Source: an optimization exercise on an open RTL-to-GDS flow (aim: small area, a short achievable clock period and few clock cycles). Production flows keep margins and buffers that such runs may drop.
Function was checked by simulation only, so behaviour that the tests miss may differ from the original.

## flow/design.v (module list and top-level ports; edited modules follow where they fit)
// module fpu_add: 91 lines
// module fpu_sub: 171 lines
// module fpu_mul: 228 lines
// module fpu_div: 354 lines
// module fpu_round: 49 lines
// module fpu_exceptions: 236 lines
// module fpu: 232 lines
module fpu( clk, rst, enable, rmode, fpu_op, opa, opb, out, ready, underflow,
overflow, inexact, exception, invalid);
  // ...
==> flow/run.sh <==
#!/bin/bash
# synth_recipe.tcl (not shown) runs the flow's synth.tcl, then flattens the netlist and writes it again
# the make line also repeats each setting of config.mk as NAME=value (left out here)
make -C /OpenROAD-flow-scripts/flow DESIGN_CONFIG=/design/flow/config.mk WORK_HOME=/design/flow/orfs CLKGATE_MAP_FILE= SYNTH_SCRIPT=/design/flow/synth_recipe.tcl finish
==> flow/config.mk <==
export PLATFORM = sky130hd
export DESIGN_NAME = fpu
export DESIGN_NICKNAME = fpu
export VERILOG_FILES = /design/flow/design.v
export SDC_FILE = /design/flow/constraint.sdc
export NUM_CORES = 8
export LEC_CHECK = 0
export CAP_MARGIN = 20
export CORE_MARGIN = 2
export CORE_UTILIZATION = 45
export SLEW_MARGIN = 20
==> flow/constraint.sdc <==
create_clock -name core_clock -period 10.0 [get_ports {clk}]
set_input_delay 2.0000 -clock core_clock [delete_from_list [all_inputs] [get_ports {clk}]]
set_output_delay 2.0000 -clock core_clock [all_outputs]
set_load 0.01 [all_outputs]
==> out/metrics.csv, run 1 <==
stage,metric,value,unit
global_routing,antenna_found_initial,123,
placed_design,placed_area,356300,um2
sta,setup_viol,0,
run_status,outcome,no timing/DRC/antenna violations,
logic_synthesis,synth_xor_area_share,2.086,%
floorplan,fp.coreArea,769100,um2
worst_setup_path,r2r_slack,1.87,ns
sta,rsz0062_at_grt,no,
finish,nMultiInputCombCells,29454,
min_path,hp-start,enable_reg,
worst_setup_path,startpoint,u3.mul_a[12],
clocking,clkTransAtPathRegs,0.06,ns
routing,drt_iter0_drc,31091,
clocking,cts_resized,0,
sta,fin_crit_sh,81.34,%
finish,fin_cells,49855,
clocking,cts-root-buf,clkbuf_16,
routing,via_count,293217,
logic_synthesis,ys_seq_area_share,28.73,%
worst_setup_path,crit_chain,nand2_1 > fa_1 > inv_1 > fa_1 > inv_1 > fa_1 > inv_1 > fa_1 > fa_1 > inv_1 > fa_1 > inv_1 > ha_1 > a21o_1 > a21oi_1 > nor2b_1 > a311oi_1 > a31oi_1 > o31ai_1 > a21o_1 > a31oi_1 > a31o_2 > a21oi_1 > a2bb2oi_1,
placed_design,detailed_place_hpwl,982000,um
worst_setup_path,arrival,9.16,ns
Testbench counts, summed over its fixed seeds: cycles 454,816.
==> module fpu, before the edit <==
module fpu( clk, rst, enable, rmode, fpu_op, opa, opb, out, ready, underflow,
overflow, inexact, exception, invalid);
input		clk;
input		rst;
input		enable;
input	[1:0]	rmode;
input	[2:0]	fpu_op;
input	[63:0]	opa, opb;
output	[63:0]	out;
output		ready;
output		underflow;
output		overflow;
output		inexact;
output		exception;
output		invalid;
reg [63:0]	opa_reg;
reg [63:0]	opb_reg;
reg [2:0]	fpu_op_reg;
reg [1:0]	rmode_reg;
reg			enable_reg;
reg			enable_reg_1;  
reg			enable_reg_2;  
reg			enable_reg_3;  
reg			op_enable;	  
reg [63:0]	out;
reg [6:0] 	count_cycles;
reg [6:0]	count_ready;
wire		count_busy = (count_ready <= count_cycles);
reg			ready;
reg			ready_0;
reg			ready_1;
reg		underflow;
reg		overflow;
reg		inexact;
reg		exception;
reg		invalid;
wire		underflow_0;
wire		overflow_0;
wire		inexact_0;
wire		exception_0;
wire		invalid_0;
wire	add_enable_0 = (fpu_op_reg == 3'b000) & !(opa_reg[63] ^ opb_reg[63]);
wire	add_enable_1 = (fpu_op_reg == 3'b001) & (opa_reg[63] ^ opb_reg[63]);
reg		add_enable; 
wire	sub_enable_0 = (fpu_op_reg == 3'b000) & (opa_reg[63] ^ opb_reg[63]);
wire	sub_enable_1 = (fpu_op_reg == 3'b001) & !(opa_reg[63] ^ opb_reg[63]);
reg		sub_enable; 
reg		mul_enable; 
reg		div_enable; 
wire	[55:0]	sum_out;
wire	[55:0]	diff_out;
reg		[55:0]	addsub_out;
wire	[55:0]	mul_out;
wire	[55:0]	div_out;
reg		[55:0]	mantissa_round;
wire	[10:0] 	exp_add_out;
wire	[10:0] 	exp_sub_out;
wire	[11:0] 	exp_mul_out;
wire	[11:0] 	exp_div_out;
reg		[11:0] 	exponent_round;
reg		[11:0] 	exp_addsub;
wire	[11:0]	exponent_post_round;
wire	add_sign;
wire	sub_sign;
wire	mul_sign;
wire	div_sign;
reg		addsub_sign;
reg		sign_round;
wire	[63:0]	out_round;
wire	[63:0]	out_except;
fpu_add u1(
	.clk(clk),.rst(rst),.enable(add_enable),.opa(opa_reg),.opb(opb_reg),
	.sign(add_sign),.sum_2(sum_out),.exponent_2(exp_add_out));
fpu_sub u2(
	.clk(clk),.rst(rst),.enable(sub_enable),.opa(opa_reg),.opb(opb_reg),
	.fpu_op(fpu_op_reg),.sign(sub_sign),.diff_2(diff_out),
	.exponent_2(exp_sub_out));
fpu_mul u3(
	.clk(clk),.rst(rst),.enable(mul_enable),.opa(opa_reg),.opb(opb_reg),
	.sign(mul_sign),.product_7(mul_out),.exponent_5(exp_mul_out));	
fpu_div u4(
	.clk(clk),.rst(rst),.enable(div_enable),.opa(opa_reg),.opb(opb_reg),
	.sign(div_sign),.mantissa_7(div_out),.exponent_out(exp_div_out));	
fpu_round u5(.clk(clk),.rst(rst),.enable(op_enable),	.round_mode(rmode_reg),
	.sign_term(sign_round),.mantissa_term(mantissa_round), .exponent_term(exponent_round),
	.round_out(out_round),.exponent_final(exponent_post_round));		
fpu_exceptions u6(.clk(clk),.rst(rst),.enable(op_enable),.rmode(rmode_reg),
	.opa(opa_reg),.opb(opb_reg),
	.in_except(out_round), .exponent_in(exponent_post_round),
	.mantissa_in(mantissa_round[1:0]),.fpu_op(fpu_op_reg),.out(out_except),
	.ex_enable(except_enable),.underflow(underflow_0),.overflow(overflow_0),
	.inexact(inexact_0),.exception(exception_0),.invalid(invalid_0));
always @(posedge clk)
begin
	case (fpu_op_reg)
	3'b000:		mantissa_round <= addsub_out;
	3'b001:		mantissa_round <= addsub_out;
	3'b010:		mantissa_round <= mul_out;
	3'b011:		mantissa_round <= div_out;
	default:	mantissa_round <= 0;
	endcase
end
always @(posedge clk)
begin
	case (fpu_op_reg)
	3'b000:		exponent_round <= exp_addsub;
	3'b001:		exponent_round <= exp_addsub;
	3'b010:		exponent_round <= exp_mul_out;
	3'b011:		exponent_round <= exp_div_out;
	default:	exponent_round <= 0;
	endcase
end
always @(posedge clk)
begin
	case (fpu_op_reg)
	3'b000:		sign_round <= addsub_sign;
	3'b001:		sign_round <= addsub_sign;
	3'b010:		sign_round <= mul_sign;
	3'b011:		sign_round <= div_sign;
	default:	sign_round <= 0;
	endcase
end
always @(posedge clk)
begin
	case (fpu_op_reg)
	3'b000:		count_cycles <= 32;
	3'b001:		count_cycles <= 33;
	3'b010:		count_cycles <= 36;
	3'b011:		count_cycles <= 92; 
	default:	count_cycles <= 0;
	endcase
end
always @(posedge clk)
begin
	if (rst) begin
		add_enable <= 0;
		sub_enable <= 0;
		mul_enable <= 0;
		div_enable <= 0;
		addsub_out <= 0;
		addsub_sign <= 0;
		exp_addsub <= 0;
		end
	else begin
		add_enable <= (add_enable_0 | add_enable_1) & op_enable;
		sub_enable <= (sub_enable_0 | sub_enable_1) & op_enable;
		mul_enable <= (fpu_op_reg == 3'b010) & op_enable;
		div_enable <= (fpu_op_reg == 3'b011) & op_enable & enable_reg_3;
		addsub_out <= add_enable ? sum_out : diff_out;
		addsub_sign <= add_enable ? add_sign : sub_sign;
		exp_addsub <= add_enable ? { 1'b0, exp_add_out} : { 1'b0, exp_sub_out};
		end
end 
always @ (posedge clk)
begin
	if (rst)
		count_ready <= 0;
	else if (enable_reg_1) 
		count_ready <= 0;
	else if (count_busy)
		count_ready <= count_ready + 1; 
end
always @(posedge clk)
begin
	if (rst) begin
		enable_reg <= 0;
		enable_reg_1 <= 0;
		enable_reg_2 <= 0;	   
		enable_reg_3 <= 0;
		end
	else begin
		enable_reg <= enable;
		enable_reg_1 <= enable & !enable_reg;
		enable_reg_2 <= enable_reg_1;  
		enable_reg_3 <= enable_reg_1 | enable_reg_2;
		end
end 
always @(posedge clk) 
begin
	if (rst) begin
		opa_reg <= 0;
		opb_reg <= 0;
		fpu_op_reg <= 0; 
		rmode_reg <= 0;
		op_enable <= 0;
		end
	else if (enable_reg_1) begin
		opa_reg <= opa;
		opb_reg <= opb;
		fpu_op_reg <= fpu_op; 
		rmode_reg <= rmode;
		op_enable <= 1;
		end
end
always @(posedge clk)
begin
	if (rst) begin
		ready_0 <= 0;
		ready_1 <= 0;
		ready <= 0;	   
		end
	else if (enable_reg_1) begin
		ready_0 <= 0;
		ready_1 <= 0;
		ready <= 0;	 
		end
	else begin
		ready_0 <= !count_busy;
		ready_1 <= ready_0;
		ready <= ready_1;  
		end
end 
always @(posedge clk)
begin
	if (rst) begin
		underflow <= 0;
		overflow <= 0;
		inexact <= 0;
		exception <= 0;
		invalid <= 0;	   	 
		out <= 0;
		end
	else if (ready_1) begin
		underflow <= underflow_0;
		overflow <= overflow_0;
		inexact <= inexact_0;
		exception <= exception_0;
		invalid <= invalid_0; 	
		out <= except_enable ? out_except : out_round;
		end
end 
endmodule
==> inputs of run 2 (changes only) <==
==> flow/design.v (replaced) <==
`timescale 1us / 1us
module fpu( clk, rst, enable, rmode, fpu_op, opa, opb, out, ready, underflow,
overflow, inexact, exception, invalid);
input		clk;
input		rst;
input		enable;
input	[1:0]	rmode;
input	[2:0]	fpu_op;
input	[63:0]	opa, opb;
output	[63:0]	out;
output		ready;
output		underflow;
output		overflow;
output		inexact;
output		exception;
output		invalid;
reg [63:0] out;
reg ready, underflow, overflow, inexact, exception, invalid;
localparam [3:0] S_IDLE = 4'd0, S_AS1 = 4'd1, S_AS2 = 4'd2, S_MP = 4'd3, S_MF = 4'd4,
                 S_MC = 4'd5, S_DN = 4'd6, S_DP = 4'd7, S_DC = 4'd8, S_DF = 4'd9,
                 S_DR = 4'd10, S_SLL = 4'd11, S_SLR = 4'd12, S_SF = 4'd13;
reg [3:0] st;
reg [6:0] cnt;
reg en_d;
wire start = enable & !en_d & !rst;
reg [1:0] op;       
reg [1:0] rm;
reg sa, sb, az, bz, ainf, binf, anan, bnan, aq, bq, an_r, bn_r;
reg [53:0] RA;      
reg [55:0] RB;      
reg [55:0] QM;      
reg [58:0] RS;      
reg [58:0] RC;      
reg        cin;     
reg        bprev;   
reg [11:0] EX1;     
reg [11:0] EX2;     
reg        SNZ;     
reg        SGN;     
reg        ESUB;    
reg        FAST;    
reg [5:0]  LZ;      
reg [5:0]  CA, CB;  
reg [11:0] DEF4;
reg [5:0]  DUFT4;
reg        RMSB;
reg [11:0] XE;      
integer i;
wire [10:0] ea = opa[62:52];
wire [10:0] eb = opb[62:52];
wire an = |ea;
wire bn = |eb;
wire a_ge_b = opa[62:0] >= opb[62:0];
wire sdiff = opa[63] ^ opb[63];
wire effsub = fpu_op[0] ? !sdiff : sdiff;
wire [62:0] Lop = a_ge_b ? opa[62:0] : opb[62:0];
wire [62:0] Sop = a_ge_b ? opb[62:0] : opa[62:0];
wire [10:0] el0 = Lop[62:52];
wire [10:0] es0 = Sop[62:52];
wire lnsd0 = (es0 == 0) & (el0 != 0);
wire [10:0] ediff0 = el0 - es0 - lnsd0;
wire [6:0] ediff_sat = (ediff0 > 11'd63) ? 7'd64 : {1'b0, ediff0[5:0]};
wire as_sign = effsub ? (a_ge_b ? opa[63] : (!opb[63] ^ !fpu_op[0])) : opa[63];
wire [11:0] m_terms = ea + eb + !an + !bn;
wire m_gtoff = m_terms > 1021;
wire [11:0] m_under = 12'd1022 - m_terms;
wire [11:0] m_exp2 = m_gtoff ? m_terms - 12'd1022 : 12'd0;
wire [6:0] m_rsh = (m_under > 12'd120) ? 7'd121 : m_under[6:0] + 7'd1;
wire m_fast = an & bn & (m_terms >= 12'd1024);
wire [11:0] d_eterm = {1'b0, ea} + 12'd1023;
wire d_uf1 = {1'b0, eb} > d_eterm;
wire [11:0] d_uft1 = d_uf1 ? ({1'b0, eb} - d_eterm) : 12'd0;
wire [11:0] d_ef2 = d_uf1 ? 12'd0 : (d_eterm - {1'b0, eb});
wire [55:0] as_L = {1'b0, RA[52:0], 2'b00};
wire [55:0] as_S0 = {1'b0, RB[52:0], 2'b00};
wire [55:0] as_S = as_S0 >> EX2[6:0];
reg [55:0] as_mask;
always @* for (i = 0; i < 56; i = i + 1) as_mask[i] = (i >= EX2[6:0]);
wire as_fix = SNZ & !(|(as_S0 & as_mask));
wire [55:0] as_Sx = ESUB ? ~as_S : as_S;
wire as_ci = ESUB ? !as_fix : as_fix;
wire [55:0] as_R = as_L + as_Sx + as_ci;
reg [5:0] as_lz;
always @* begin
	as_lz = 6'd55;
	for (i = 0; i < 55; i = i + 1) if (as_R[i]) as_lz = 6'd54 - i;
end
wire [10:0] as_el = EX1[10:0];
wire as_c = RS[55];
wire [55:0] ad_m = as_c ? {1'b0, RS[55:1]} : RS[55:0];
wire [10:0] ad_e1 = as_el + as_c;
wire [10:0] ad_e2 = (ad_m[54] & (as_el == 0)) ? ad_e1 + 11'd1 : ad_e1;
wire el_le_lz = as_el <= {5'd0, LZ};
wire [5:0] sb_sh = (as_el == 0) ? 6'd0 : el_le_lz ? as_el[5:0] - 6'd1 : LZ;
wire [10:0] sb_exp2 = (el_le_lz | (LZ == 6'd55)) ? 11'd0 : (as_el - LZ);
wire [54:0] sb_d1 = RS[54:0] << sb_sh;
wire [55:0] sb_m = {1'b0, sb_d1};
wire [55:0] as_MR = ESUB ? sb_m : ad_m;
wire [11:0] as_ER = {1'b0, ESUB ? sb_exp2 : ad_e2};
localparam TW = 76;
function [2*TW-1:0] csa;
	input [TW-1:0] x, y, z;
	begin
		csa = {x ^ y ^ z, ((x & y) | (x & z) | (y & z)) << 1};
	end
endfunction
wire [18:0] bd = {RB[17:0], bprev};
reg [TW-1:0] row [0:8];
reg [TW-1:0] negv;
reg [53:0] mm, mx;
reg bneg, bone, btwo;
always @* begin
	negv = 0;
	for (i = 0; i < 9; i = i + 1) begin
		bneg = bd[2*i+2];
		bone = bd[2*i+1] ^ bd[2*i];
		btwo = (bd[2*i+2] & !bd[2*i+1] & !bd[2*i]) | (!bd[2*i+2] & bd[2*i+1] & bd[2*i]);
		mm = bone ? {1'b0, RA[52:0]} : btwo ? {RA[52:0], 1'b0} : 54'd0;
		mx = bneg ? ~mm : mm;
		row[i] = {{(TW-55){1'b0}}, !bneg, mx} << (2*i);
		negv[2*i] = bneg;
	end
end
wire [2*TW-1:0] l1a = csa(row[0], row[1], row[2]);
wire [2*TW-1:0] l1b = csa(row[3], row[4], row[5]);
wire [2*TW-1:0] l1c = csa(row[6], row[7], row[8]);
wire [2*TW-1:0] l1d = csa(negv, {{(TW-56){1'b0}}, RS[55:0]}, {{(TW-56){1'b0}}, RC[55:0]});
wire [2*TW-1:0] l2a = csa(l1a[2*TW-1:TW], l1a[TW-1:0], l1b[2*TW-1:TW]);
wire [2*TW-1:0] l2b = csa(l1b[TW-1:0], l1c[2*TW-1:TW], l1c[TW-1:0]);
wire [2*TW-1:0] l3a = csa(l2a[2*TW-1:TW], l2a[TW-1:0], l2b[2*TW-1:TW]);
wire [2*TW-1:0] l3b = csa(l2b[TW-1:0], l1d[2*TW-1:TW], l1d[TW-1:0]);
wire [2*TW-1:0] l4a = csa(l3a[2*TW-1:TW], l3a[TW-1:0], l3b[2*TW-1:TW]);
wire [2*TW-1:0] l5a = csa(l4a[2*TW-1:TW], l4a[TW-1:0], l3b[TW-1:0]);
wire [TW-1:0] t_s = l5a[2*TW-1:TW];
wire [TW-1:0] t_c = l5a[TW-1:0];
wire [18:0] m_low = t_s[17:0] + t_c[17:0] + cin;
localparam [51:0] NEG_BIAS = 52'h0 - 52'h5555555555555;
wire [51:0] m_phi = RS[51:0] + RC[51:0] + cin + NEG_BIAS;
wire [55:0] mf_MR = m_phi[51] ? {1'b0, m_phi[51:0], RB[53:52], |RB[51:0]}
                              : {1'b0, m_phi[50:0], RB[53:51], |RB[50:0]};
wire [11:0] mf_ER = EX1 - !m_phi[51];
wire [58:0] D8 = {2'b00, RA, 3'b000};
function [58+59+2:0] srt;
	input [58:0] ws, wc;
	input [58:0] dd;
	reg [58:0] ys, yc, x, ns, nc;
	reg [3:0] est;
	reg qp, qn;
	begin
		ys = ws << 1;
		yc = wc << 1;
		est = ys[58:55] + yc[58:55];
		qp = !est[3];
		qn = est[3] & (est != 4'b1111);
		x = qp ? ~dd : (qn ? dd : 59'd0);
		ns = ys ^ yc ^ x;
		nc = ((ys & yc) | (ys & x) | (yc & x)) << 1;
		nc[0] = qp;
		srt = {ns, nc, qp, qn};
	end
endfunction
function [111:0] otf;
	input [55:0] q, qm;
	input qp, qn;
	begin
		otf[111:56] = qp ? {q[54:0], 1'b1} : (qn ? {qm[54:0], 1'b1} : {q[54:0], 1'b0});
		otf[55:0] = qp ? {q[54:0], 1'b0} : (qn ? {qm[54:0], 1'b0} : {qm[54:0], 1'b1});
	end
endfunction
wire [119:0] sr1 = srt(RS, RC, D8);
wire [119:0] sr2 = srt(sr1[119:61], sr1[60:2], D8);
wire [119:0] sr3 = srt(sr2[119:61], sr2[60:2], D8);
wire [119:0] sr4 = srt(sr3[119:61], sr3[60:2], D8);
wire [111:0] qo1 = otf(RB, QM, sr1[1], sr1[0]);
wire [111:0] qo2 = otf(qo1[111:56], qo1[55:0], sr2[1], sr2[0]);
wire [111:0] qo3 = otf(qo2[111:56], qo2[55:0], sr3[1], sr3[0]);
wire [111:0] qo4 = otf(qo3[111:56], qo3[55:0], sr4[1], sr4[0]);
wire [58:0] dw = RS + RC;
wire [58:0] dwd = RS + RC + D8;
wire d_neg = dw[58];
wire [11:0] d_sha = an_r ? 12'd0 : {6'd0, CA - 6'd1};
wire [11:0] d_shb = bn_r ? 12'd0 : {6'd0, CB - 6'd1};
wire d_uf2 = d_sha > EX1;
wire [11:0] d_uft2 = d_uf2 ? (d_sha - EX1) : 12'd0;
wire [11:0] d_uft3 = d_uft2 + EX2;
wire [5:0] d_uft4 = (d_uft3 > 51) ? 6'd52 : d_uft3[5:0];
wire [11:0] d_ef3 = d_uf2 ? 12'd0 : (EX1 - d_sha);
wire [11:0] d_ef4 = d_ef3 + d_shb;
wire d_rmsb = RS[57:0] >= {2'b00, RA, 2'b00};    
wire d_rnz = |RS[54:3];                         
wire d_qmsb = RB[53];
wire d_sel1 = d_qmsb | (DEF4 == 12'd1);
wire [11:0] d_ef5 = d_qmsb ? DEF4 : (DEF4 - (DEF4 != 0));
wire [55:0] df_MR = {1'b0, |d_ef5, d_sel1 ? RB[52:1] : RB[51:0], d_sel1 ? RB[0] : d_rmsb,
                     d_sel1 ? (d_rmsb | d_rnz) : d_rnz};
wire [11:0] df_ER = az ? 12'd0 : d_ef5;
wire [55:0] sm_MR = {1'b0, RS[51:0], RB[53:52], |RB[51:0]};
wire [55:0] sd_MR = {1'b0, 1'b0, RB[53:2], RB[1], RB[0] | RMSB | |RS[52:0]};
wire [55:0] sf_MR = op[0] ? sd_MR : sm_MR;
wire [11:0] sf_ER = op[0] ? 12'd0 : ((az | bz) ? 12'd0 : XE);
reg [55:0] MR;
reg [11:0] ER;
always @* begin
	case (st)
	S_AS2: begin MR = as_MR; ER = as_ER; end
	S_MF:  begin MR = mf_MR; ER = mf_ER; end
	S_DF:  begin MR = df_MR; ER = df_ER; end
	default: begin MR = sf_MR; ER = sf_ER; end
	endcase
end
wire SR = SGN;
wire rn = rm == 2'b00, rz = rm == 2'b01, rp = rm == 2'b10, rmi = rm == 2'b11;
wire rtrig = (rn & MR[1]) | (rp & !SR & |MR[1:0]) | (rmi & SR & |MR[1:0]);
wire rovf = &MR[54:2];
wire [51:0] frac = rtrig ? MR[53:2] + 52'd1 : MR[53:2];
wire [11:0] efinal = (rtrig & rovf) ? ER + 12'd1 : ER;
wire [63:0] round_out = {SR, efinal[10:0], frac};
wire e_big = (ER > 12'd2046) | ((ER == 12'd2046) & rtrig & rovf);
wire in_et_zero = !(|round_out[62:0]);
wire f_add = op == 2'd0, f_sub = op == 2'd1, f_mul = op == 2'd2, f_div = op == 2'd3;
wire opa_SNaN = anan & !aq;
wire opb_SNaN = bnan & !bq;
wire opa_pos_inf = !sa & ainf;
wire opb_pos_inf = !sb & binf;
wire opa_neg_inf = sa & ainf;
wire opb_neg_inf = sb & binf;
wire NaN_input = anan | bnan;
wire SNaN_input = opa_SNaN | opb_SNaN;
wire div_by_0 = f_div & bz & !az;
wire div_0_by_0 = f_div & bz & az;
wire div_inf_by_inf = f_div & ainf & binf;
wire div_by_inf = f_div & !ainf & binf;
wire mul_0_by_inf = f_mul & ((ainf & bz) | (az & binf));
wire mul_inf = f_mul & (ainf | binf) & !mul_0_by_inf;
wire div_inf = f_div & ainf & !binf;
wire add_inf = f_add & (ainf | binf);
wire sub_inf = f_sub & (ainf | binf);
wire addsub_inf_invalid = (f_add & opa_pos_inf & opb_neg_inf) | (f_add & opa_neg_inf & opb_pos_inf) |
                          (f_sub & opa_pos_inf & opb_pos_inf) | (f_sub & opa_neg_inf & opb_neg_inf);
wire addsub_inf = (add_inf | sub_inf) & !addsub_inf_invalid;
wire out_inf_trigger = addsub_inf | mul_inf | div_inf | div_by_0 | e_big;
wire out_pos_inf = out_inf_trigger & !SR;
wire out_neg_inf = out_inf_trigger & SR;
wire inf_round_down_trigger = (out_pos_inf & rmi) | (out_neg_inf & rp) | (out_inf_trigger & rz);
wire mul_uf = f_mul & !az & !bz & in_et_zero;
wire div_uf = f_div & !az & in_et_zero;
wire underflow_trigger = div_by_inf | mul_uf | div_uf;
wire invalid_trigger = SNaN_input | addsub_inf_invalid | mul_0_by_inf | div_0_by_0 | div_inf_by_inf;
wire overflow_trigger = out_inf_trigger & !NaN_input;
wire inexact_trigger = (|MR[1:0] | out_inf_trigger | underflow_trigger) & !NaN_input;
wire except_trigger = invalid_trigger | overflow_trigger | underflow_trigger | inexact_trigger;
wire NaN_out_trigger = NaN_input | invalid_trigger;
wire SNaN_trigger = invalid_trigger & !SNaN_input;
wire [62:0] NaN_output_0 = anan ? {11'h7ff, 1'b1, opa[50:0]} : {11'h7ff, 1'b1, opb[50:0]};
wire [62:0] NaN_output = SNaN_trigger ? {11'h7ff, 2'b01, opa[49:0]} : NaN_output_0;
wire [62:0] out_inf = inf_round_down_trigger ? {11'h7fe, {52{1'b1}}} : {11'h7ff, 52'b0};
wire [63:0] out_0 = underflow_trigger ? {SR, 63'b0} : round_out;
wire [63:0] out_1 = out_inf_trigger ? {SR, out_inf} : out_0;
wire [63:0] out_2 = NaN_out_trigger ? {SR, NaN_output} : out_1;
wire finish = (st == S_AS2) | (st == S_MF) | (st == S_DF) | (st == S_SF);
wire sl_stop = RS[51] | (cnt == 7'd53) | ({5'd0, cnt} == EX1);
wire sl_gtps = (RS[51] | (cnt == 7'd53)) & ({5'd0, cnt} != EX1);
always @(posedge clk) begin
	if (rst) en_d <= 1'b0;
	else en_d <= enable;
end
always @(posedge clk) begin
	if (rst) begin
		st <= S_IDLE;
		ready <= 1'b0;
	end else if (start) begin
		ready <= 1'b0;
		case (fpu_op[1:0])
		2'd0, 2'd1: st <= S_AS1;
		2'd2: st <= S_MP;
		default: st <= (an & bn) ? S_DP : S_DN;
		endcase
	end else begin
		case (st)
		S_AS1: st <= S_AS2;
		S_MP: if (cnt == 7'd2) st <= FAST ? S_MF : S_MC;
		S_MC: st <= SNZ ? S_SLL : S_SLR;
		S_DN: if ((RS[52] | CA == 6'd53) & (RA[52] | CB == 6'd53)) st <= S_DP;
		S_DP: if (cnt == 7'd13) st <= S_DC;
		S_DC: st <= (DEF4 == 12'd0) ? S_DR : S_DF;
		S_DR: st <= S_SLR;
		S_SLL: if (sl_stop) st <= sl_gtps ? S_SF : S_SLR;
		S_SLR: if (cnt == 7'd0) st <= S_SF;
		default: st <= S_IDLE;
		endcase
		if (finish) ready <= 1'b1;
	end
end
always @(posedge clk) begin
	if (finish) begin
		out <= out_2;
		underflow <= underflow_trigger;
		overflow <= overflow_trigger;
		inexact <= inexact_trigger;
		exception <= except_trigger;
		invalid <= invalid_trigger;
	end
end
always @(posedge clk) begin
	if (start) begin
		op <= fpu_op[1:0];
		rm <= rmode;
		sa <= opa[63];
		sb <= opb[63];
		az <= !(|opa[62:0]);
		bz <= !(|opb[62:0]);
		ainf <= (ea == 11'h7ff) & !(|opa[51:0]);
		binf <= (eb == 11'h7ff) & !(|opb[51:0]);
		anan <= (ea == 11'h7ff) & (|opa[51:0]);
		bnan <= (eb == 11'h7ff) & (|opb[51:0]);
		aq <= opa[51];
		bq <= opb[51];
		an_r <= an;
		bn_r <= bn;
		cnt <= 7'd0;
		CA <= 6'd0;
		CB <= 6'd0;
		cin <= 1'b0;
		bprev <= 1'b0;
		RC <= 59'd0;
		QM <= {56{1'b1}};
		case (fpu_op[1:0])
		2'd0, 2'd1: begin
			RA <= {1'b0, el0 != 0, Lop[51:0]};
			RB <= {3'b0, es0 != 0, Sop[51:0]};
			EX1 <= {1'b0, el0};
			EX2 <= {5'd0, ediff_sat};
			SNZ <= |Sop;
			SGN <= as_sign;
			ESUB <= effsub;
		end
		2'd2: begin
			RA <= {1'b0, an, opa[51:0]};
			RB <= {3'b0, bn, opb[51:0]};
			RS <= 59'd0;
			EX1 <= m_exp2;
			EX2 <= {5'd0, m_rsh};
			SNZ <= m_gtoff;
			SGN <= sdiff;
			FAST <= m_fast;
		end
		default: begin
			RA <= {1'b0, bn, opb[51:0]};
			RS <= {6'b0, an, opa[51:0]};
			RB <= 56'd0;
			EX1 <= d_ef2;
			EX2 <= d_uft1;
			SGN <= sdiff;
		end
		endcase
	end else begin
		case (st)
		S_AS1: begin
			RS[55:0] <= as_R;
			LZ <= as_lz;
		end
		S_MP: begin
			RS <= {3'b0, t_s[TW-1:18]};
			RC <= {3'b0, t_c[TW-1:18]};
			cin <= m_low[18];
			RB[53:0] <= {m_low[17:0], RB[53:18]};
			bprev <= RB[17];
			cnt <= cnt + 7'd1;
		end
		S_MC: begin
			RS[51:0] <= m_phi;
			XE <= 12'd0;
			cnt <= SNZ ? 7'd0 : EX2[6:0];
		end
		S_SLL: begin
			if (sl_stop) begin
				XE <= sl_gtps ? EX1 - cnt : 12'd0;
				cnt <= 7'd1;
			end else begin
				RS[51:0] <= {RS[50:0], RB[53]};
				RB[53:0] <= {RB[52:0], 1'b0};
				cnt <= cnt + 7'd1;
			end
		end
		S_SLR: begin
			if (cnt != 0) begin
				cnt <= cnt - 7'd1;
				if (op[0]) begin
					RB[53:0] <= {1'b0, RB[53:1]};
					RMSB <= RB[0];
					RS[52:0] <= {RMSB, RS[52:1]};
				end else begin
					RB[53:0] <= {RS[0], RB[53:1]};
					RS[51:0] <= {1'b0, RS[51:1]};
				end
			end
		end
		S_DN: begin
			if (!(RS[52] | CA == 6'd53)) begin
				RS[53:0] <= {RS[52:0], 1'b0};
				CA <= CA + 6'd1;
			end
			if (!(RA[52] | CB == 6'd53)) begin
				RA <= {RA[52:0], 1'b0};
				CB <= CB + 6'd1;
			end
		end
		S_DP: begin
			RS <= sr4[119:61];
			RC <= sr4[60:2];
			RB <= qo4[111:56];
			QM <= qo4[55:0];
			cnt <= cnt + 7'd1;
		end
		S_DC: begin
			RS <= bz ? 59'd0 : (d_neg ? dwd : dw);
			RB <= bz ? {56{1'b1}} : (d_neg ? QM : RB);
		end
		S_DR: begin
			RMSB <= d_rmsb;
			RS[52:0] <= {RS[54:3], 1'b0};
			cnt <= {1'b0, DUFT4};
		end
		default: ;
		endcase
	end
end
always @(posedge clk) begin
	DEF4 <= d_ef4;
	DUFT4 <= d_uft4;
end
endmodule
--- a/flow/config.mk
+++ b/flow/config.mk
@@ -7,2 +7,3 @@
 export LEC_CHECK = 0
+export ABC_AREA = 1
 export CAP_MARGIN = 20
@@ -10,2 +11,3 @@
 export CORE_UTILIZATION = 45
+export SETUP_SLACK_MARGIN = 4
 export SLEW_MARGIN = 20
==> run 2 against run 1 <==
Critical path depth increased by 13. Synthesized area decreased by 73%. Worst setup slack got worse by 1.4 ns. Core utilization increased by 4.7 points. Critical endpoint is now RS[53].
==> out/metrics.csv, run 2 <==
stage,metric,value,unit,change
flow_run,maxCapViolations,0,,
placed_design,dpl_worst_slack,0.03599,ns,
routing,detail-route-antenna-nets,0,,
finish,final_cell_mix,"nand2_1 (2419), inv_1 (1714), o21ai_0 (1364)",,
logic_synthesis,synth-seq-cells,457,,
finish,nets,15427,,
global_routing,grtUsageMet1,63.75,%,
floorplan,io-pin-count,206,,
floorplan,die_w,458.6,um,
worst_setup_path,startpoint,RC[1],,
clocking,cts_buffer_depth,3,,
sta,finClkSkew,0.04594,ns,
floorplan,die_y,458.6,um,
worst_setup_path,cp-end-kind,flop,,
global_routing,busiest_layer,met2,,
worst_setup_path,critPathKind,reg2reg,,
routing,drc,0,,
logic_synthesis,ys_seq_area_share,13.06,%,-16 points
routing,drt-pass1-iter-count,15,,
routing,drt_iter0_drc,21307,,-31%
routing,via_count,116611,,-60%
global_routing,grt_usage,55.60,%,
logic_synthesis,synth-edff-count,299,,
logic_synthesis,netlist_instances,13455,,
sta,maxSlewViolCount,0,,
global_routing,grt_pass1_wl,827600,um,
worst_setup_path,r2r_cells,37,,
clocking,numCtsBuffers,68,,
worst_setup_path,r2r-start,RC[1],,
logic_synthesis,synth_ff_type,edfxtp_1,,
finish,top_regs,"out x64, RC x59, RS x59",,
logic_synthesis,synth-simple-area-share,18.30,%,
logic_synthesis,synth_most_common_cell,nand2_1,,
worst_setup_path,crit_path_end,RS[53],,
floorplan,fp.coreArea,205000,um2,-73%
finish,top_register,out,,
worst_setup_path,critPathSlowestCell,o31ai_1,,
logic_synthesis,synth_compound_area_share,24.75,%,
worst_setup_path,path_depth,37,,
worst_setup_path,cp_num_buf_inv,2,,
clocking,cts-root-buf,clkbuf_16,,
logic_synthesis,synthAdderAreaFrac,23.72,%,
logic_synthesis,ys_warn_count,2,,
worst_setup_path,crit_top_cell,a21oi_1,,
logic_synthesis,synth_top_area_share,15.85,%,
logic_synthesis,synth_common_cells,"nand2_1 (2489), inv_1 (1761), o21ai_0 (1583)",,
finish,final_common_cell,nand2_1,,
placed_design,gp_congestion,1.160,,
floorplan,start_util,45.36,%,
sta,fin_ws,0.4190,ns,
clocking,cts.sinks,457,,
logic_synthesis,synth_area,92990,um2,
logic_synthesis,synth.area.top_cells,"fa_1 (16%), nand2_1 (10%), edfxtp_1 (9.7%), o21ai_0 (8.5%), ha_1 (7.9%)",,
global_routing,grt.overflow.total,0,,
floorplan,row_count,166,,
worst_setup_path,arrival,10.07,ns,+0.91 ns
worst_setup_path,cp_max_fo,5,,
sta,rsz0062_at_grt,yes,,
sta,relSlewSlack,5.573,%,
logic_synthesis,synth.area.mux_share,0.4306,%,
clocking,clock_latency,0.80,ns,
routing,viasPerCell,6.938,,
worst_setup_path,max_stage_delay,1.07,ns,
min_path,hold_class,reg2reg,,
clocking,cts_tree,yes,,
logic_synthesis,syn_area_per_cell,6.911,um2,
worst_setup_path,crit_family,compound AO/OA/AOI/OAI gates,,
placed_design,port_buffers,204,,
clocking,cts_hold_buffers,0,,
logic_synthesis,yosys.area.top_type,fa_1,,
finish,drive_above_1_share,13.62,%,
global_routing,grtUsageMet2,76.11,%,
logic_synthesis,synth.distinct_cells,86,,
global_routing,use_met3,26.16,%,
worst_setup_path,worstSetupStartpointType,flop,,
finish,area_delta_synth_final,18.24,%,
sta,tightestPinTransition,1.405,ns,
sta,max_freq,0.1044,GHz,
sta,whs,0.4890,ns,
routing,wl_per_cell,36.41,um,
logic_synthesis,async_flop_share,0,%,
finish,largest_register_ffs,64,,
sta,period_needed,9.581,ns,
clocking,htree_levels,3,,
logic_synthesis,synth_xor_area_share,8.645,%,+6.6 points
global_routing,antenna_found_initial,109,,-11%
worst_setup_path,regToRegEndpoint,RS[53],,
floorplan,die-area,210300,um2,
sta,fin_crit_sh,95.81,%,+14 points
worst_setup_path,r2r_slack,0.42,ns,-1.45 ns
run_status,outcome,no timing/DRC/antenna violations,,
sta,setup_viol,0,,unchanged
routing,finalWirelength,611900,um,
global_routing,grt_max_degree,211,,
worst_setup_path,cp.required,10.49,ns,
placed_design,detailed_place_hpwl,473600,um,-52%
logic_synthesis,synth_top_family_by_area,compound AO/OA/AOI/OAI gates,,
sta,hold_viol,0,,
clocking,clkTransAtPathRegs,0.07,ns,about the same
global_routing,grt_pass1_vias,107794,,
[run 2: changes by cell type after synthesis, sizes merged, moves of 1331 or more]
cell | previous run | this run
inv | 3264 | 1792
mux2i | 3794 | 40
nor2 | 5501 | 793
clkbuf | 2601 | 728
a211oi | 1374 | 43
dfxtp | 4984 | 158
nand2 | 4581 | 2499
fa | 2185 | 736
[run 2: how the worst min path moves through the flow]
stage	start	endpoint	slack, ns	cells after the start
5_1_grt	CA[5]	CA[5]	0.52	1
4_1_cts	RC[58]	RC[58]	0.48	2
2_1_floorplan	CA[5]	CA[5]	0.44	1
3_3_place_gp	CA[5]	CA[5]	0.46	1
6_report	RC[58]	RC[58]	0.49	2
3_5_place_dp	RC[56]	RC[56]	0.46	2
[run 2: area by class of cell]
type                       instances  area [um2]
antenna                           95       237.7
clock buffer                      90        1824
clock inverter                    35       461.7
fill                           19981       95050
inverter                        1825        6920
multi-input combinational      10305       73220
sequential                       457       12140
tap                             2688        3363
timing repair buffer            1311       11760
timing repair inverter             2       15.01
[run 2: metal layers]
metal | up-vias | share of wire [%]
met1 | 55121 | 33
met2 | 11220 | 39
met3 | 3467 | 16
li1 | 46757 | -
met4 | 46 | 12
met5 | - | 0.17
[run 2: stage by stage]
| step | cells | utilization (%) | cell area, um2 | TNS [ns] |
|---|---|---|---|---|
| floorplan | 13457 | - | 93640 | -16.62 |
| global placement | 16426 | 50.33 | 103200 | -0.009926 |
| detailed placement | 16428 | 50.36 | 103200 | 0 |
| CTS | 16594 | 52.10 | 106800 | 0 |
| global route | 16737 | 53.54 | 109800 | 0 |
| finish | 16808 | 53.63 | 109900 | 0 |
[run 2: worst min-delay path, cell delays in order, from the launching register on]
cell and delay [ns]:
dfxtp_1 0.32, nand2_1 0.07, a21oi_1 0.05
[run 2: cell families after synthesis]
family / Yosys count
adders and majority gates: 1321
AOI/OAI and AO/OA: 3926
DFF: 457
buffers and inverters: 2695
and+or+nand+nor: 4098
other: 1
xor gates and xnor gates: 917
muxes: 40
[run 2: timing repair]
action / in CTS / in global routing
setup endpoints to repair: 430 / 435
gates resized for setup: 226 / 557
setup buffers: 29 / 106
gates cloned: 12 / 12
pin swaps: 122 / 165
Testbench counts of run 2, summed over its fixed seeds: cycles 53,172.
==> inputs of run 3 (changes only) <==
--- a/flow/design.v
+++ b/flow/design.v
@@ -1,2 +1,129 @@
 `timescale 1us / 1us
+module fpu_addn(a, b, ci, s);
+parameter N = 56;
+input	[N-1:0]	a, b;
+input		ci;
+output	[N-1:0]	s;
+assign s = a + b + ci;
+endmodule
+`timescale 1us / 1us
+module fpu_mul_pass(a, bd, s, c, cin, s_o, c_o, low);
+input	[52:0]	a;       
+input	[18:0]	bd;      
+input	[55:0]	s, c;    
+input		cin;
+output	[55:0]	s_o, c_o;
+output	[18:0]	low;
+localparam TW = 76;
+function [2*TW-1:0] csa;
+	input [TW-1:0] x, y, z;
+	begin
+		csa = {x ^ y ^ z, ((x & y) | (x & z) | (y & z)) << 1};
+	end
+endfunction
+reg [TW-1:0] row [0:8];
+reg [TW-1:0] negv;
+reg [53:0] mm, mx;
+reg bneg, bone, btwo;
+integer i;
+always @* begin
+	negv = 0;
+	for (i = 0; i < 9; i = i + 1) begin
+		bneg = bd[2*i+2];
+		bone = bd[2*i+1] ^ bd[2*i];
+		btwo = (bd[2*i+2] & !bd[2*i+1] & !bd[2*i]) | (!bd[2*i+2] & bd[2*i+1] & bd[2*i]);
+		mm = bone ? {1'b0, a} : btwo ? {a, 1'b0} : 54'd0;
+		mx = bneg ? ~mm : mm;
+		row[i] = {{(TW-55){1'b0}}, !bneg, mx} << (2*i);
+		negv[2*i] = bneg;
+	end
+end
+wire [2*TW-1:0] l1a = csa(row[0], row[1], row[2]);
+wire [2*TW-1:0] l1b = csa(row[3], row[4], row[5]);
+wire [2*TW-1:0] l1c = csa(row[6], row[7], row[8]);
+wire [2*TW-1:0] l1d = csa(negv, {{(TW-56){1'b0}}, s}, {{(TW-56){1'b0}}, c});
+wire [2*TW-1:0] l2a = csa(l1a[2*TW-1:TW], l1a[TW-1:0], l1b[2*TW-1:TW]);
+wire [2*TW-1:0] l2b = csa(l1b[TW-1:0], l1c[2*TW-1:TW], l1c[TW-1:0]);
+wire [2*TW-1:0] l3a = csa(l2a[2*TW-1:TW], l2a[TW-1:0], l2b[2*TW-1:TW]);
+wire [2*TW-1:0] l3b = csa(l2b[TW-1:0], l1d[2*TW-1:TW], l1d[TW-1:0]);
+wire [2*TW-1:0] l4a = csa(l3a[2*TW-1:TW], l3a[TW-1:0], l3b[2*TW-1:TW]);
+wire [2*TW-1:0] l5a = csa(l4a[2*TW-1:TW], l4a[TW-1:0], l3b[TW-1:0]);
+wire [TW-1:0] t_s = l5a[2*TW-1:TW];
+wire [TW-1:0] t_c = l5a[TW-1:0];
+assign low = t_s[17:0] + {t_c[17:1], cin};    
+assign s_o = t_s[TW-3:18];
+assign c_o = t_c[TW-3:18];
+endmodule
+`timescale 1us / 1us
+module fpu_div_pass(ws, wc, dd, ws_o, wc_o, qp, qn);
+parameter WW = 57;
+parameter NPAIR = 3;
+input	[WW-1:0]	ws, wc, dd;
+output	[WW-1:0]	ws_o, wc_o;
+output	[2*NPAIR-1:0]	qp, qn;
+function [1:0] sel;
+	input [WW-1:0] ys, yc;
+	reg [3:0] a, b, p, g;
+	reg c3, neg;
+	begin
+		a = ys[WW-1:WW-4];
+		b = yc[WW-1:WW-4];
+		p = a ^ b;
+		g = a & b;
+		c3 = g[2] | (p[2] & g[1]) | (p[2] & p[1] & g[0]);
+		neg = p[3] ^ c3;
+		sel = {!neg, neg & !(&p)};
+	end
+endfunction
+function [2*WW-1:0] upd;
+	input [WW-1:0] ys, yc, d;
+	input qp, qn;
+	reg [WW-1:0] x, ns, nc;
+	begin
+		x = qp ? ~d : (qn ? d : {WW{1'b0}});
+		ns = ys ^ yc ^ x;
+		nc = ((ys & yc) | (ys & x) | (yc & x)) << 1;
+		nc[0] = qp;
+		upd = {ns, nc};
+	end
+endfunction
+reg [WW-1:0] s [0:NPAIR];
+reg [WW-1:0] c [0:NPAIR];
+reg [2*NPAIR-1:0] rqp, rqn;
+reg [WW-1:0] ys, yc, s1, c1;
+reg [2*WW-1:0] u, up, uz, un;
+reg [1:0] q1, q2, q2p, q2z, q2n;
+integer i;
+always @* begin
+	s[0] = ws;
+	c[0] = wc;
+	for (i = 0; i < NPAIR; i = i + 1) begin
+		ys = s[i] << 1;
+		yc = c[i] << 1;
+		q1 = sel(ys, yc);
+		up = upd(ys, yc, dd, 1'b1, 1'b0);
+		uz = upd(ys, yc, dd, 1'b0, 1'b0);
+		un = upd(ys, yc, dd, 1'b0, 1'b1);
+		q2p = sel(up[2*WW-1:WW] << 1, up[WW-1:0] << 1);
+		q2z = sel(uz[2*WW-1:WW] << 1, uz[WW-1:0] << 1);
+		q2n = sel(un[2*WW-1:WW] << 1, un[WW-1:0] << 1);
+		q2 = q1[1] ? q2p : (q1[0] ? q2n : q2z);
+		u = upd(ys, yc, dd, q1[1], q1[0]);
+		s1 = u[2*WW-1:WW];
+		c1 = u[WW-1:0];
+		u = upd(s1 << 1, c1 << 1, dd, q2[1], q2[0]);
+		s[i+1] = u[2*WW-1:WW];
+		c[i+1] = u[WW-1:0];
+		rqp[2*NPAIR-1-2*i] = q1[1];
+		rqn[2*NPAIR-1-2*i] = q1[0];
+		rqp[2*NPAIR-2-2*i] = q2[1];
+		rqn[2*NPAIR-2-2*i] = q2[0];
+	end
+end
+assign ws_o = s[NPAIR];
+assign wc_o = c[NPAIR];
+assign qp = rqp;
+assign qn = rqn;
+endmodule
+`timescale 1us / 1us
 module fpu( clk, rst, enable, rmode, fpu_op, opa, opb, out, ready, underflow,
@@ -18,2 +145,6 @@
 reg ready, underflow, overflow, inexact, exception, invalid;
+localparam NPAIR = 3;
+localparam NPASS = 9;
+localparam K = 2 * NPAIR * NPASS - 53;
+localparam WW = 56 + K;           
 localparam [3:0] S_IDLE = 4'd0, S_AS1 = 4'd1, S_AS2 = 4'd2, S_MP = 4'd3, S_MF = 4'd4,
@@ -31,4 +162,4 @@
 reg [55:0] QM;      
-reg [58:0] RS;      
-reg [58:0] RC;      
+reg [WW-1:0] RS;    
+reg [WW-1:0] RC;    
 reg        cin;     
@@ -41,3 +172,2 @@
 reg        FAST;    
-reg [5:0]  LZ;      
 reg [5:0]  CA, CB;  
@@ -57,7 +187,7 @@
 wire [62:0] Sop = a_ge_b ? opb[62:0] : opa[62:0];
-wire [10:0] el0 = Lop[62:52];
-wire [10:0] es0 = Sop[62:52];
-wire lnsd0 = (es0 == 0) & (el0 != 0);
-wire [10:0] ediff0 = el0 - es0 - lnsd0;
-wire [6:0] ediff_sat = (ediff0 > 11'd63) ? 7'd64 : {1'b0, ediff0[5:0]};
+wire [11:0] dab = {1'b0, ea} - {1'b0, eb} - (!bn & an);
+wire [11:0] dba = {1'b0, eb} - {1'b0, ea} - (!an & bn);
+wire [6:0] dab_s = (|dab[11:6]) ? 7'd64 : {1'b0, dab[5:0]};
+wire [6:0] dba_s = (|dba[11:6]) ? 7'd64 : {1'b0, dba[5:0]};
+wire [6:0] ediff_sat = a_ge_b ? dab_s : dba_s;
 wire as_sign = effsub ? (a_ge_b ? opa[63] : (!opb[63] ^ !fpu_op[0])) : opa[63];
@@ -81,59 +211,38 @@
 wire as_ci = ESUB ? !as_fix : as_fix;
-wire [55:0] as_R = as_L + as_Sx + as_ci;
-reg [5:0] as_lz;
-always @* begin
-	as_lz = 6'd55;
-	for (i = 0; i < 55; i = i + 1) if (as_R[i]) as_lz = 6'd54 - i;
-end
+wire [55:0] as_R;
+fpu_addn #(.N(56)) u_as_add(.a(as_L), .b(as_Sx), .ci(as_ci), .s(as_R));
 wire [10:0] as_el = EX1[10:0];
+wire el_z = (as_el == 0);
+wire el_ge2 = (as_el >= 11'd2);
+wire el_le2 = (as_el <= 11'd2);
 wire as_c = RS[55];
 wire [55:0] ad_m = as_c ? {1'b0, RS[55:1]} : RS[55:0];
-wire [10:0] ad_e1 = as_el + as_c;
-wire [10:0] ad_e2 = (ad_m[54] & (as_el == 0)) ? ad_e1 + 11'd1 : ad_e1;
-wire el_le_lz = as_el <= {5'd0, LZ};
-wire [5:0] sb_sh = (as_el == 0) ? 6'd0 : el_le_lz ? as_el[5:0] - 6'd1 : LZ;
-wire [10:0] sb_exp2 = (el_le_lz | (LZ == 6'd55)) ? 11'd0 : (as_el - LZ);
-wire [54:0] sb_d1 = RS[54:0] << sb_sh;
-wire [55:0] sb_m = {1'b0, sb_d1};
-wire [55:0] as_MR = ESUB ? sb_m : ad_m;
-wire [11:0] as_ER = {1'b0, ESUB ? sb_exp2 : ad_e2};
-localparam TW = 76;
-function [2*TW-1:0] csa;
-	input [TW-1:0] x, y, z;
-	begin
-		csa = {x ^ y ^ z, ((x & y) | (x & z) | (y & z)) << 1};
-	end
-endfunction
-wire [18:0] bd = {RB[17:0], bprev};
-reg [TW-1:0] row [0:8];
-reg [TW-1:0] negv;
-reg [53:0] mm, mx;
-reg bneg, bone, btwo;
+wire [10:0] ad_e2 = as_el + as_c + (ad_m[54] & el_z);
+wire lz0 = RS[54];
+wire lz1 = !RS[54] & RS[53];
+wire lz2p = !RS[54] & !RS[53];
+wire sb_r = el_le2 | !lz2p;
+wire sb_sh1 = el_ge2 & !lz0;
+wire [55:0] sr_m = sb_sh1 ? {1'b0, RS[53:0], 1'b0} : {1'b0, RS[54:0]};
+wire [10:0] sr_e = lz0 ? as_el : ((lz1 & el_ge2) ? as_el - 11'd1 : 11'd0);
+reg [5:0] LZ;
 always @* begin
-	negv = 0;
-	for (i = 0; i < 9; i = i + 1) begin
-		bneg = bd[2*i+2];
-		bone = bd[2*i+1] ^ bd[2*i];
-		btwo = (bd[2*i+2] & !bd[2*i+1] & !bd[2*i]) | (!bd[2*i+2] & bd[2*i+1] & bd[2*i]);
-		mm = bone ? {1'b0, RA[52:0]} : btwo ? {RA[52:0], 1'b0} : 54'd0;
-		mx = bneg ? ~mm : mm;
-		row[i] = {{(TW-55){1'b0}}, !bneg, mx} << (2*i);
-		negv[2*i] = bneg;
-	end
+	LZ = 6'd55;
+	for (i = 0; i < 55; i = i + 1) if (RS[i]) LZ = 6'd54 - i;
 end
-wire [2*TW-1:0] l1a = csa(row[0], row[1], row[2]);
-wire [2*TW-1:0] l1b = csa(row[3], row[4], row[5]);
-wire [2*TW-1:0] l1c = csa(row[6], row[7], row[8]);
-wire [2*TW-1:0] l1d = csa(negv, {{(TW-56){1'b0}}, RS[55:0]}, {{(TW-56){1'b0}}, RC[55:0]});
-wire [2*TW-1:0] l2a = csa(l1a[2*TW-1:TW], l1a[TW-1:0], l1b[2*TW-1:TW]);
-wire [2*TW-1:0] l2b = csa(l1b[TW-1:0], l1c[2*TW-1:TW], l1c[TW-1:0]);
-wire [2*TW-1:0] l3a = csa(l2a[2*TW-1:TW], l2a[TW-1:0], l2b[2*TW-1:TW]);
-wire [2*TW-1:0] l3b = csa(l2b[TW-1:0], l1d[2*TW-1:TW], l1d[TW-1:0]);
-wire [2*TW-1:0] l4a = csa(l3a[2*TW-1:TW], l3a[TW-1:0], l3b[2*TW-1:TW]);
-wire [2*TW-1:0] l5a = csa(l4a[2*TW-1:TW], l4a[TW-1:0], l3b[TW-1:0]);
-wire [TW-1:0] t_s = l5a[2*TW-1:TW];
-wire [TW-1:0] t_c = l5a[TW-1:0];
-wire [18:0] m_low = t_s[17:0] + t_c[17:0] + cin;
+wire el_le_lz = as_el <= {5'd0, LZ};
+wire [5:0] sn_sh = el_le_lz ? as_el[5:0] - 6'd1 : LZ;
+wire [10:0] sn_e = (el_le_lz | (LZ == 6'd55)) ? 11'd0 : (as_el - LZ);
+wire [54:0] sn_m = RS[54:0] << sn_sh;
+wire [55:0] as_MR = ESUB ? sr_m : ad_m;
+wire [11:0] as_ER = {1'b0, ESUB ? sr_e : ad_e2};
+wire [55:0] mp_s, mp_c;
+wire [18:0] m_low;
+fpu_mul_pass u_mul_pass(.a(RA[52:0]), .bd({RB[17:0], bprev}), .s(RS[55:0]), .c(RC[55:0]), .cin(cin),
+	.s_o(mp_s), .c_o(mp_c), .low(m_low));
 localparam [51:0] NEG_BIAS = 52'h0 - 52'h5555555555555;
-wire [51:0] m_phi = RS[51:0] + RC[51:0] + cin + NEG_BIAS;
+wire [51:0] mp_x = RS[51:0] ^ RC[51:0] ^ NEG_BIAS;
+wire [51:0] mp_y = {(RS[50:0] & RC[50:0]) | (RS[50:0] & NEG_BIAS[50:0]) | (RC[50:0] & NEG_BIAS[50:0]), cin};
+wire [51:0] m_phi;
+fpu_addn #(.N(52)) u_mul_add(.a(mp_x), .b(mp_y), .ci(1'b0), .s(m_phi));
 wire [55:0] mf_MR = m_phi[51] ? {1'b0, m_phi[51:0], RB[53:52], |RB[51:0]}
@@ -141,41 +250,18 @@
 wire [11:0] mf_ER = EX1 - !m_phi[51];
-wire [58:0] D8 = {2'b00, RA, 3'b000};
-function [58+59+2:0] srt;
-	input [58:0] ws, wc;
-	input [58:0] dd;
-	reg [58:0] ys, yc, x, ns, nc;
-	reg [3:0] est;
-	reg qp, qn;
-	begin
-		ys = ws << 1;
-		yc = wc << 1;
-		est = ys[58:55] + yc[58:55];
-		qp = !est[3];
-		qn = est[3] & (est != 4'b1111);
-		x = qp ? ~dd : (qn ? dd : 59'd0);
-		ns = ys ^ yc ^ x;
-		nc = ((ys & yc) | (ys & x) | (yc & x)) << 1;
-		nc[0] = qp;
-		srt = {ns, nc, qp, qn};
-	end
-endfunction
-function [111:0] otf;
-	input [55:0] q, qm;
-	input qp, qn;
-	begin
-		otf[111:56] = qp ? {q[54:0], 1'b1} : (qn ? {qm[54:0], 1'b1} : {q[54:0], 1'b0});
-		otf[55:0] = qp ? {q[54:0], 1'b0} : (qn ? {qm[54:0], 1'b0} : {qm[54:0], 1'b1});
-	end
-endfunction
-wire [119:0] sr1 = srt(RS, RC, D8);
-wire [119:0] sr2 = srt(sr1[119:61], sr1[60:2], D8);
-wire [119:0] sr3 = srt(sr2[119:61], sr2[60:2], D8);
-wire [119:0] sr4 = srt(sr3[119:61], sr3[60:2], D8);
-wire [111:0] qo1 = otf(RB, QM, sr1[1], sr1[0]);
-wire [111:0] qo2 = otf(qo1[111:56], qo1[55:0], sr2[1], sr2[0]);
-wire [111:0] qo3 = otf(qo2[111:56], qo2[55:0], sr3[1], sr3[0]);
-wire [111:0] qo4 = otf(qo3[111:56], qo3[55:0], sr4[1], sr4[0]);
-wire [58:0] dw = RS + RC;
-wire [58:0] dwd = RS + RC + D8;
-wire d_neg = dw[58];
+wire [WW-1:0] DK = {{(WW-54-K){1'b0}}, RA, {K{1'b0}}};
+wire [WW-1:0] dp_s, dp_c;
+wire [2*NPAIR-1:0] dp_qp, dp_qn;
+fpu_div_pass #(.WW(WW), .NPAIR(NPAIR)) u_div_pass(.ws(RS), .wc(RC), .dd(DK),
+	.ws_o(dp_s), .wc_o(dp_c), .qp(dp_qp), .qn(dp_qn));
+wire [WW-1:0] dw;
+fpu_addn #(.N(WW)) u_dw_add(.a(RS), .b(RC), .ci(1'b0), .s(dw));
+wire [WW-1:0] dd_x = RS ^ RC ^ DK;
+wire [WW-1:0] dd_y = {(RS[WW-2:0] & RC[WW-2:0]) | (RS[WW-2:0] & DK[WW-2:0]) | (RC[WW-2:0] & DK[WW-2:0]), 1'b0};
+wire [WW-1:0] dwd;
+fpu_addn #(.N(WW)) u_dwd_add(.a(dd_x), .b(dd_y), .ci(1'b0), .s(dwd));
+wire d_neg = dw[WW-1];
+wire [55:0] d_q0, d_q1;
+fpu_addn #(.N(56)) u_q0_add(.a(RB), .b(~QM), .ci(1'b1), .s(d_q0));    
+fpu_addn #(.N(56)) u_q1_add(.a(RB), .b(~QM), .ci(1'b0), .s(d_q1));    
+wire [55:0] d_q = d_neg ? d_q1 : d_q0;
 wire [11:0] d_sha = an_r ? 12'd0 : {6'd0, CA - 6'd1};
@@ -188,4 +274,4 @@
 wire [11:0] d_ef4 = d_ef3 + d_shb;
-wire d_rmsb = RS[57:0] >= {2'b00, RA, 2'b00};    
-wire d_rnz = |RS[54:3];                         
+wire d_rmsb = RS[54+K:0] >= ({{(K+1){1'b0}}, RA} << (K-1));    
+wire d_rnz = |RS[51+K:K];                            
 wire d_qmsb = RB[53];
@@ -210,2 +296,3 @@
 end
+wire seln = (st == S_AS2) & ESUB & !sb_r;
 wire SR = SGN;
@@ -214,7 +301,17 @@
 wire rovf = &MR[54:2];
-wire [51:0] frac = rtrig ? MR[53:2] + 52'd1 : MR[53:2];
-wire [11:0] efinal = (rtrig & rovf) ? ER + 12'd1 : ER;
+wire [51:0] minc;
+fpu_addn #(.N(52)) u_round_inc(.a(MR[53:2]), .b(52'd0), .ci(1'b1), .s(minc));
+wire [51:0] frac_r = rtrig ? minc : MR[53:2];
+wire rup = rtrig & rovf;                  
+wire [11:0] ER1 = ER + 12'd1;
+wire [11:0] efin_r = rup ? ER1 : ER;
+wire fz_r = rtrig ? (&MR[53:2]) : !(|MR[53:2]);
+wire ez_r = rup ? (ER[10:0] == 11'h7ff) : (ER[10:0] == 11'd0);
+wire eb_r = rup ? (ER >= 12'd2046) : (ER > 12'd2046);
+wire [51:0] frac = seln ? sn_m[53:2] : frac_r;
+wire [11:0] efinal = seln ? {1'b0, sn_e} : efin_r;
 wire [63:0] round_out = {SR, efinal[10:0], frac};
-wire e_big = (ER > 12'd2046) | ((ER == 12'd2046) & rtrig & rovf);
-wire in_et_zero = !(|round_out[62:0]);
+wire e_big = seln ? 1'b0 : eb_r;
+wire mr_ix = seln ? 1'b0 : |MR[1:0];
+wire in_et_zero = seln ? ((sn_e == 11'd0) & !(|sn_m[53:2])) : (fz_r & ez_r);
 wire f_add = op == 2'd0, f_sub = op == 2'd1, f_mul = op == 2'd2, f_div = op == 2'd3;
@@ -249,3 +346,3 @@
 wire overflow_trigger = out_inf_trigger & !NaN_input;
-wire inexact_trigger = (|MR[1:0] | out_inf_trigger | underflow_trigger) & !NaN_input;
+wire inexact_trigger = (mr_ix | out_inf_trigger | underflow_trigger) & !NaN_input;
 wire except_trigger = invalid_trigger | overflow_trigger | underflow_trigger | inexact_trigger;
@@ -283,3 +380,3 @@
 		S_DN: if ((RS[52] | CA == 6'd53) & (RA[52] | CB == 6'd53)) st <= S_DP;
-		S_DP: if (cnt == 7'd13) st <= S_DC;
+		S_DP: if (cnt == NPASS - 1) st <= S_DC;
 		S_DC: st <= (DEF4 == 12'd0) ? S_DR : S_DF;
@@ -324,9 +421,9 @@
 		bprev <= 1'b0;
-		RC <= 59'd0;
-		QM <= {56{1'b1}};
+		RC <= {WW{1'b0}};
+		QM <= 56'd0;
 		case (fpu_op[1:0])
 		2'd0, 2'd1: begin
-			RA <= {1'b0, el0 != 0, Lop[51:0]};
-			RB <= {3'b0, es0 != 0, Sop[51:0]};
-			EX1 <= {1'b0, el0};
+			RA <= {1'b0, Lop[62:52] != 0, Lop[51:0]};
+			RB <= {3'b0, Sop[62:52] != 0, Sop[51:0]};
+			EX1 <= {1'b0, Lop[62:52]};
 			EX2 <= {5'd0, ediff_sat};
@@ -339,3 +436,3 @@
 			RB <= {3'b0, bn, opb[51:0]};
-			RS <= 59'd0;
+			RS <= {WW{1'b0}};
 			EX1 <= m_exp2;
@@ -348,3 +445,3 @@
 			RA <= {1'b0, bn, opb[51:0]};
-			RS <= {6'b0, an, opa[51:0]};
+			RS <= {{(WW-53){1'b0}}, an, opa[51:0]};
 			RB <= 56'd0;
@@ -359,7 +456,6 @@
 			RS[55:0] <= as_R;
-			LZ <= as_lz;
 		end
 		S_MP: begin
-			RS <= {3'b0, t_s[TW-1:18]};
-			RC <= {3'b0, t_c[TW-1:18]};
+			RS <= {{(WW-56){1'b0}}, mp_s};
+			RC <= {{(WW-56){1'b0}}, mp_c};
 			cin <= m_low[18];
@@ -408,6 +504,4 @@
 		S_DP: begin
-			RS <= sr4[119:61];
-			RC <= sr4[60:2];
-			RB <= qo4[111:56];
-			QM <= qo4[55:0];
+			RB <= {RB[55-2*NPAIR:0], dp_qp};
+			QM <= {QM[55-2*NPAIR:0], dp_qn};
 			cnt <= cnt + 7'd1;
@@ -415,4 +509,4 @@
 		S_DC: begin
-			RS <= bz ? 59'd0 : (d_neg ? dwd : dw);
-			RB <= bz ? {56{1'b1}} : (d_neg ? QM : RB);
+			RS <= bz ? {WW{1'b0}} : (d_neg ? dwd : dw);
+			RB <= bz ? {56{1'b1}} : d_q;
 		end
@@ -420,3 +514,3 @@
 			RMSB <= d_rmsb;
-			RS[52:0] <= {RS[54:3], 1'b0};
+			RS[52:0] <= {RS[51+K:K], 1'b0};
 			cnt <= {1'b0, DUFT4};
@@ -426,2 +520,6 @@
 	end
+	if (!start && st == S_DP) begin
+		RS <= dp_s;
+		RC <= dp_c;
+	end
 end
--- a/flow/config.mk
+++ b/flow/config.mk
@@ -10,3 +10,3 @@
 export CORE_MARGIN = 2
-export CORE_UTILIZATION = 45
+export CORE_UTILIZATION = 70
 export SETUP_SLACK_MARGIN = 4
==> run 3 against run 2 <==
The flow now stops in global routing. Synthesized cell count grew 4.6%. Synthesized area grew 8.5%.
==> out/metrics.csv, run 3 <==
stage,metric,value,unit,change
placed_design,dpl_worst_slack,-0.06080,ns,-0.09679 ns
global_routing,grt_usage,75.97,%,
clocking,htree_levels,2,,-1
logic_synthesis,syn_area_per_cell,7.168,um2,+3.7%
global_routing,grt.overflow.total,170,,
logic_synthesis,synth_ff_type,edfxtp_1,,
logic_synthesis,synth_area,100900,um2,+8.5%
logic_synthesis,yosys.area.top_type,fa_1,,
global_routing,grt_max_degree,113,,
clocking,numCtsBuffers,58,,-15%
logic_synthesis,synth_common_cells,"nand2_1 (2123), inv_1 (1962), o21ai_0 (1101)",,
floorplan,start_util,70.40,%,+25 points
floorplan,row_count,139,,-16%
logic_synthesis,ys_warn_count,6,,+4
global_routing,grt_pass1_vias,122161,,
run_status,outcome,stopped before the end,,
placed_design,gp_congestion,1.316,,+14%
logic_synthesis,ys_seq_area_share,12.32,%,-0.74 points
floorplan,io-pin-count,206,,unchanged
clocking,cts-root-buf,clkbuf_16,,
logic_synthesis,synth_most_common_cell,nand2_1,,
global_routing,grt_pass1_wl,822200,um,
run_status,haltStage,global routing,,
logic_synthesis,synth.area.top_cells,"fa_1 (18%), edfxtp_1 (10%), ha_1 (8.6%), nand2_1 (7.9%), xor2_1 (7.4%)",,
logic_synthesis,async_flop_share,0,%,unchanged
logic_synthesis,synth_top_area_share,18.10,%,+2.3 points
run_status,firstError,[ERROR GRT-0116] Global routing finished with congestion. Check the congestion regions in the DRC Viewer.,,
logic_synthesis,synth-seq-cells,447,,-2.2%
logic_synthesis,netlist_instances,14076,,+4.6%
floorplan,die_y,383.7,um,-16%
placed_design,detailed_place_hpwl,399900,um,-16%
logic_synthesis,synth-edff-count,348,,+16%
clocking,cts.sinks,447,,-2.2%
floorplan,die_w,383.7,um,-16%
logic_synthesis,synth.distinct_cells,99,,+15%
placed_design,port_buffers,204,,unchanged
clocking,cts_hold_buffers,0,,unchanged
clocking,cts_buffer_depth,3,,unchanged
## run 3: kinds of logic after synthesis
kind of cell,Yosys count,share of synthesized area [%]
compound gates,3626,21.49
xor+xnor,987,8.568
fa+ha+maj,1609,26.74
buf+inv,2923,11.61
flops,447,12.32
mux,52,0.5159
other cells,1,0.003717
simple gates,4431,18.74
## run 3: worst max-delay path by stage
stage                  end   start
floorplan           RS[42]  RA[52]
global placement     RS[5]  RS[53]
detailed placement  RS[14]  RS[53]
CTS                 RS[14]  RC[53]
## run 3: metrics by stage
step | area [um2] | setup TNS (ns) | cells | utilization, %
after detailed placement | 105800 | -0.08363 | 15702 | 73.84
after global placement | 105800 | 0 | 15701 | 73.84
after CTS | 109600 | 0 | 15898 | 76.51
after floorplan | 102200 | 0 | 14078 | -
## run 3: repair_timing
action,in CTS
gates resized for setup,269
pin swaps,79
setup buffers,75
gates cloned,13
endpoints found under the setup margin,302
## run 3: routing by layer
metal  GRT usage (%)  overflow
met4           72.62        71
met5           27.39         1
met3           60.16         0
met2           90.56        96
met1           79.32         2
Testbench counts of run 3, summed over its fixed seeds: cycles 47,007.

separate check: timing with driven ports:
How much do the figures lean on ideal ports? The routed layouts below were timed once more, with nothing changed but the port constraints. Step 1 assumes that a clkbuf_16 drives the clock port and a buf_2 every other input. Step 2 also shifts input and output timing later by t, the mid clock arrival at the registers, as if the neighbouring blocks saw the same clock. Slacks: no drivers / after step 1 / after step 2; pairs: no drivers / after step 1.
| run | t (ns) | setup WS [ns] | hold WS [ns] | cell pins on the clock port's net |
|---|---|---|---|---|
| run 1 | 1.264 | 1.866 / 1.866 / 1.866 | 0.387 / 0.387 / 0.387 | 1 |
| run 2 | 0.873 | 0.419 / 0.419 / 0.419 | 0.489 / 0.489 / 0.489 | 1 |
After both steps every run listed still meets setup and hold.
